Background: an optimization exercise with open tools, aiming at small area. Do not read the settings as production practice.
In this exercise RTL edits were held to simulation tests only and were not proved equivalent to the original.
Power figures rest on the tool's default switching activity, not on a simulated workload.

==> inputs of build 70 <==
==> flow/design.v <==
`default_nettype none
module sd_crc16(
  input  wire       CLK,
  input  wire       IN,
  input  wire       DAT,
  input  wire       RUN,
  input  wire       END,
  output wire       OUT
);
reg  [15:0] crc;
assign OUT = DAT ? IN : crc[15];
wire fb = OUT ^ crc[15];
always @(posedge CLK)
  crc <= {crc[14] | END, crc[13], crc[12], (crc[11] ^ fb) & RUN, crc[10:6],
          crc[5] & RUN, crc[4] ^ fb, crc[3:0], fb};
endmodule
`default_nettype none
`timescale 1ns / 1ns
module sd_data_form
#(
parameter  [31:0] AVAIL_DATA_BITS      =  32'd4       
)
(
input  wire        SD_CLK,
input  wire        RST,
input  wire        SD_I_TRG,
output wire        SD_I_DONE,
input  wire        SD_I_PKT_RDY,
input  wire [ 63:0]SD_I_DAT,
output wire        SD_I_ACK,
input  wire        SD_I_FIRST,
input  wire        SD_I_LAST,
output wire [(AVAIL_DATA_BITS-'d1):0]SD_O_DAT,
output wire        SD_OE
);
reg         x, y, z;
reg  [  3:0]cnt;
wire        c15  = &cnt;
wire        s_data = x & y & ~z;
wire        s_crc  = x & z;
always @(posedge SD_CLK or posedge RST)
if (RST) begin
  x <= 1'b0; y <= 1'b0; z <= 1'b0;
end else begin
  x <= x ? ~(z & c15) : (z & SD_I_PKT_RDY);
  y <= x & (y | c15);
  z <= x ? (y & (z ? (~c15 | SD_I_TRG) : (c15 & SD_I_LAST)))
         : (z ? ~SD_I_PKT_RDY : SD_I_TRG);
end
always @(posedge SD_CLK)
  cnt <= x ? cnt + 4'd1 : 4'd12;
wire [  3:0]nib = SD_I_DAT[{cnt[3:1], ~cnt[0], 2'b00} +: 4];
genvar i;
generate for (i = 0; i < 4; i = i + 1) begin : lane
  sd_crc16 dat_crc(.CLK(SD_CLK), .IN(nib[i]), .DAT(s_data), .RUN(x & y),
                   .END(s_crc & c15), .OUT(SD_O_DAT[i]));
end endgenerate
assign SD_OE     = y | (x & c15);
assign SD_I_DONE = ~x & y;
assign SD_I_ACK  = s_data & c15;
endmodule
==> flow/flow/run.sh <==
#!/bin/bash
# The standard layout (standard.sh), with these changes:
#  - synthesis maps the logic with several area-oriented ABC scripts and keeps
#    the smallest result (flow/abc_multi.tcl) instead of ORFS's one script;
#    everything else in the standard flow's synthesis script is kept, so the registers are
#    the standard synthesis's;
#  - the port buffers are the smallest buffer, sky130_fd_sc_hd__buf_1;
#  - CTS uses sky130_fd_sc_hd__clkbuf_4 and no dummy loads.
# Each tool's output is in the ORFS logs (orfs/logs/); make's in standard.log.
set -euo pipefail
W=$(pwd)
mkdir -p abc_scripts
i=0
for s in 0 1 2 3 4 5 6 7; do
  for d in "dch" "dch -f"; do
    printf '&get -n\n&deepsyn -J 50 -S %s -T 20\n&put\n%s\namap -F 4 -A 10\n' "$s" "$d" \
      > abc_scripts/s$i.abc
    i=$((i + 1))
  done
done
printf 'strash\ndch\namap -F 4 -A 10\n' > abc_scripts/s$i.abc; i=$((i + 1))
printf 'strash\ndch -f\namap -F 4 -A 10\n' > abc_scripts/s$i.abc
{
  printf 'set ::abc_scripts [lsort -dictionary [glob %s/abc_scripts/*.abc]]\n' "$W"
  cat flow/abc_multi.tcl
  cat synth_recipe.tcl
} > flow_synth.tcl
bash standard.sh finish SYNTH_SCRIPT="$W/flow_synth.tcl" SYNTH_INSBUF=0 \
  BUFFER_PORTS_ARGS="-buffer_cell sky130_fd_sc_hd__buf_1" \
  CTS_ARGS="-sink_clustering_enable -repair_clock_nets -dont_use_dummy_load -buf_list sky130_fd_sc_hd__clkbuf_4" \
  > standard.log 2>&1
==> flow/flow/abc_multi.tcl <==
# Area-oriented replacement of the abc command ORFS's synthesis calls: maps the
# logic with each script in abc_scripts and keeps the smallest result.
proc abc {args} {
  set libs {}
  for {set i 0} {$i < [llength $args]} {incr i} {
    if {[lindex $args $i] eq "-liberty"} { lappend libs -liberty [lindex $args [expr {$i + 1}]] }
  }
  set si [lsearch -exact $args -script]
  yosys design -save abc_multi_in
  set best_area ""
  set best_script ""
  foreach script $::abc_scripts {
    yosys design -load abc_multi_in
    set a $args
    lset a [expr {$si + 1}] $script
    yosys abc {*}$a
    set rpt [yosys tee -q -s result.string stat {*}$libs]
    set area ""
    regexp {Chip area for (?:top )?module[^:]*:\s*([0-9.eE+]+)} $rpt -> area
    puts "abc_multi: $script area $area"
    if {$area ne "" && ($best_area eq "" || $area < $best_area)} {
      set best_area $area
      set best_script $script
      yosys design -save abc_multi_best
    }
  }
  puts "abc_multi: kept $best_script area $best_area"
  yosys design -load abc_multi_best
}
==> flow/standard.sh <==
#!/bin/bash
# synth_recipe.tcl (not shown) runs the flow's synth.tcl, then flattens the netlist and writes it again
# the make line also repeats each setting of config.mk as NAME=value (left out here)
make -C /OpenROAD-flow-scripts/flow DESIGN_CONFIG=/design/flow/config.mk WORK_HOME=/design/flow/orfs CLKGATE_MAP_FILE= SYNTH_SCRIPT=/design/flow/synth_recipe.tcl "${@:-finish}"
==> flow/config.mk <==
export PLATFORM = sky130hd
export DESIGN_NAME = sd_data_form
export DESIGN_NICKNAME = sd_data_form
export VERILOG_FILES = /design/flow/design.v
export SDC_FILE = /design/flow/constraint.sdc
export NUM_CORES = 4
export LEC_CHECK = 0
export CAP_MARGIN = 20
export CORE_MARGIN = 2
export CORE_UTILIZATION = 70
export GPL_TIMING_DRIVEN = 0
export SLEW_MARGIN = 20
==> flow/constraint.sdc <==
create_clock -name core_clock -period 5.0 [get_ports {SD_CLK}]
set_input_delay 1.0000 -clock core_clock [delete_from_list [all_inputs] [get_ports {SD_CLK}]]
set_output_delay 1.0000 -clock core_clock [all_outputs]
set_load 0.01 [all_outputs]
==> build 83 (differences from build 70) <==
==> flow/design.v (replaced) <==
`default_nettype none
module sd_crc16(
  input  wire       CLK,
  input  wire       IN,
  input  wire       DAT,
  input  wire       CS,
  output reg [15:0] CRC
);
wire fb  = DAT & (IN ^ CRC[15]);
wire clr = ~(DAT | CS);
always @(posedge CLK)
  CRC <= {CRC[14:12], (CRC[11] ^ fb) & ~clr, CRC[10:8], CRC[7] & ~clr,
          CRC[6:5], CRC[4] ^ fb, CRC[3] & ~clr, CRC[2:0], fb | CS};
endmodule
`default_nettype none
`timescale 1ns / 1ns
module sd_data_form
#(
parameter  [31:0] AVAIL_DATA_BITS      =  32'd4       
)
(
input  wire        SD_CLK,
input  wire        RST,
input  wire        SD_I_TRG,
output wire        SD_I_DONE,
input  wire        SD_I_PKT_RDY,
input  wire [ 63:0]SD_I_DAT,
output wire        SD_I_ACK,
input  wire        SD_I_FIRST,
input  wire        SD_I_LAST,
output wire [(AVAIL_DATA_BITS-'d1):0]SD_O_DAT,
output wire        SD_OE
);
reg         s_wait;      
reg         s_pre;       
reg         s_data;      
reg         s_crc;       
reg         s_end;       
reg  [  3:0]cnt;         
wire        c15  = &cnt;
wire        idle = ~(s_wait | s_pre | s_data | s_crc) | (s_crc & c15);
always @(posedge SD_CLK or posedge RST)
if (RST) begin
  s_wait <= 1'b0; s_pre <= 1'b0; s_data <= 1'b0; s_crc <= 1'b0; s_end <= 1'b0;
end else begin
  s_wait <= (idle & SD_I_TRG) | (s_wait & ~SD_I_PKT_RDY);
  s_pre  <= (s_wait & SD_I_PKT_RDY) | (s_pre & ~c15);
  s_data <= (s_pre & c15) | (s_data & ~(c15 & SD_I_LAST));
  s_crc  <= (s_data & c15 & SD_I_LAST) | (s_crc & ~c15);
  s_end  <= s_crc & c15;
end
always @(posedge SD_CLK)
  cnt <= (s_pre | s_data | s_crc) ? cnt + 4'd1 : 4'd12;
wire [  3:0]nib = SD_I_DAT[{cnt[3:1], ~cnt[0], 2'b00} +: 4];
wire [ 15:0]crc[0:3];
genvar i;
generate for (i = 0; i < 4; i = i + 1) begin : lane
  sd_crc16 dat_crc(.CLK(SD_CLK), .IN(nib[i]), .DAT(s_data), .CS(s_crc), .CRC(crc[i]));
end endgenerate
wire [  3:0]crc_msb = {crc[3][15], crc[2][15], crc[1][15], crc[0][15]};
assign SD_O_DAT  = s_data ? nib : crc_msb;
assign SD_OE     = (s_pre & c15) | s_data | s_crc | s_end;
assign SD_I_DONE = s_end;
assign SD_I_ACK  = s_data & c15;
endmodule
==> flow/flow/run.sh (replaced) <==
#!/bin/bash
# The standard layout (standard.sh), with two changes:
#  - synthesis maps the logic with an area-oriented ABC script (flow/area.abc)
#    instead of ORFS's; everything else in the standard flow's synthesis script is kept,
#    so the registers are the standard synthesis's;
#  - the port buffers are the smallest buffer, sky130_fd_sc_hd__buf_1.
set -euo pipefail
W=$(pwd)
{
  printf 'proc abc {args} {\n'
  printf '  set i [lsearch -exact $args -script]\n'
  printf '  if {$i >= 0} { lset args [expr {$i + 1}] %s }\n' "$W/flow/area.abc"
  printf '  yosys abc {*}$args\n'
  printf '}\n'
  cat synth_recipe.tcl
} > flow_synth.tcl
bash standard.sh finish SYNTH_SCRIPT="$W/flow_synth.tcl" \
  BUFFER_PORTS_ARGS="-buffer_cell sky130_fd_sc_hd__buf_1" CTS_ARGS="-sink_clustering_enable -repair_clock_nets -dont_use_dummy_load -sink_clustering_size 40 -sink_clustering_max_diameter 200 -buf_list {sky130_fd_sc_hd__clkbuf_8 sky130_fd_sc_hd__clkbuf_16}" > standard.log 2>&1
==> flow/flow/area.abc (new file) <==
&get -n
&deepsyn -T 30
&put
dch -f
amap
--- a/flow/config.mk
+++ b/flow/config.mk
@@ -8,5 +8,4 @@
 export CAP_MARGIN = 20
 export CORE_MARGIN = 2
-export CORE_UTILIZATION = 70
-export GPL_TIMING_DRIVEN = 0
+export CORE_UTILIZATION = 40
 export SLEW_MARGIN = 20
removed: flow/flow/abc_multi.tcl
==> trial 54 (differences from build 70) <==
--- a/flow/flow/run.sh
+++ b/flow/flow/run.sh
@@ -6,4 +6,5 @@
 #    the standard synthesis's;
 #  - the port buffers are the smallest buffer, sky130_fd_sc_hd__buf_1;
+#  - yosys inserts no buffers on ports (SYNTH_INSBUF=0);
 #  - CTS uses sky130_fd_sc_hd__clkbuf_4 and no dummy loads.
 # Each tool's output is in the ORFS logs (orfs/logs/); make's in standard.log.
--- a/flow/config.mk
+++ b/flow/config.mk
@@ -8,5 +8,5 @@
 export CAP_MARGIN = 20
 export CORE_MARGIN = 2
-export CORE_UTILIZATION = 70
+export CORE_UTILIZATION = 40
 export GPL_TIMING_DRIVEN = 0
 export SLEW_MARGIN = 20
==> trial 94 (differences from build 70) <==
--- a/flow/flow/run.sh
+++ b/flow/flow/run.sh
@@ -26,5 +26,5 @@
   cat synth_recipe.tcl
 } > flow_synth.tcl
-bash standard.sh finish SYNTH_SCRIPT="$W/flow_synth.tcl" SYNTH_INSBUF=0 \
+bash standard.sh finish SYNTH_SCRIPT="$W/flow_synth.tcl" \
   BUFFER_PORTS_ARGS="-buffer_cell sky130_fd_sc_hd__buf_1" \
   CTS_ARGS="-sink_clustering_enable -repair_clock_nets -dont_use_dummy_load -buf_list sky130_fd_sc_hd__clkbuf_4" \
--- a/flow/config.mk
+++ b/flow/config.mk
@@ -8,5 +8,5 @@
 export CAP_MARGIN = 20
 export CORE_MARGIN = 2
-export CORE_UTILIZATION = 70
+export CORE_UTILIZATION = 40
 export GPL_TIMING_DRIVEN = 0
 export SLEW_MARGIN = 20
==> summary of the runs <==
The highest via count belongs to build 70, the lowest to trial 94.
The highest register-to-register slack belongs to build 83, the lowest to build 70.
Worst setup slack: build 70 < trial 94 < trial 54 < build 83.
Against build 83, the sequential power of trial 54 is smaller by about 22%.
Clock skew, highest first: trial 54, trial 94, build 70, build 83.
First-iteration DRC count: build 83 < trial 94 < trial 54 < build 70.
The lowest routed wire length belongs to trial 54, the highest to build 70.
Trial 94 ran to the end with no violations. Trial 54 produced a clean layout. Build 70 ran to the end with no violations. Build 83 ran to the end with no violations.
Worst hold slack, highest first: build 70, trial 94, trial 54, build 83.

==> re-timing with driven ports <==
No port has a modelled driver above. Below, the same layouts with a new extraction and two added sets of constraints. Step 1, drivers: a clkbuf_16 drives SD_CLK and a buf_2 each remaining input, both assumed. Step 2 adds t to the input delays and takes it off the output delays; t is the mean of the earliest and latest rising clock arrival at the registers after step 1. Input paths then give back, and output paths get back, about the clock's delay inside the block. Slacks: ideal ports / drivers / drivers and shift; pairs: ideal ports / drivers.
run | t (ns) | setup WS [ns] | worst hold slack (ns)
build 70 | 0.382 | 0.712 / 0.690 / 1.071 | 0.333 / 0.333 / 0.333
build 83 | 0.345 | 1.323 / 1.297 / 1.642 | 0.310 / 0.310 / 0.310
trial 54 | 0.398 | 0.973 / 0.951 / 1.350 | 0.311 / 0.311 / 0.311
trial 94 | 0.391 | 0.751 / 0.729 / 1.120 | 0.316 / 0.316 / 0.316
After both steps setup and hold are still met in every run listed.
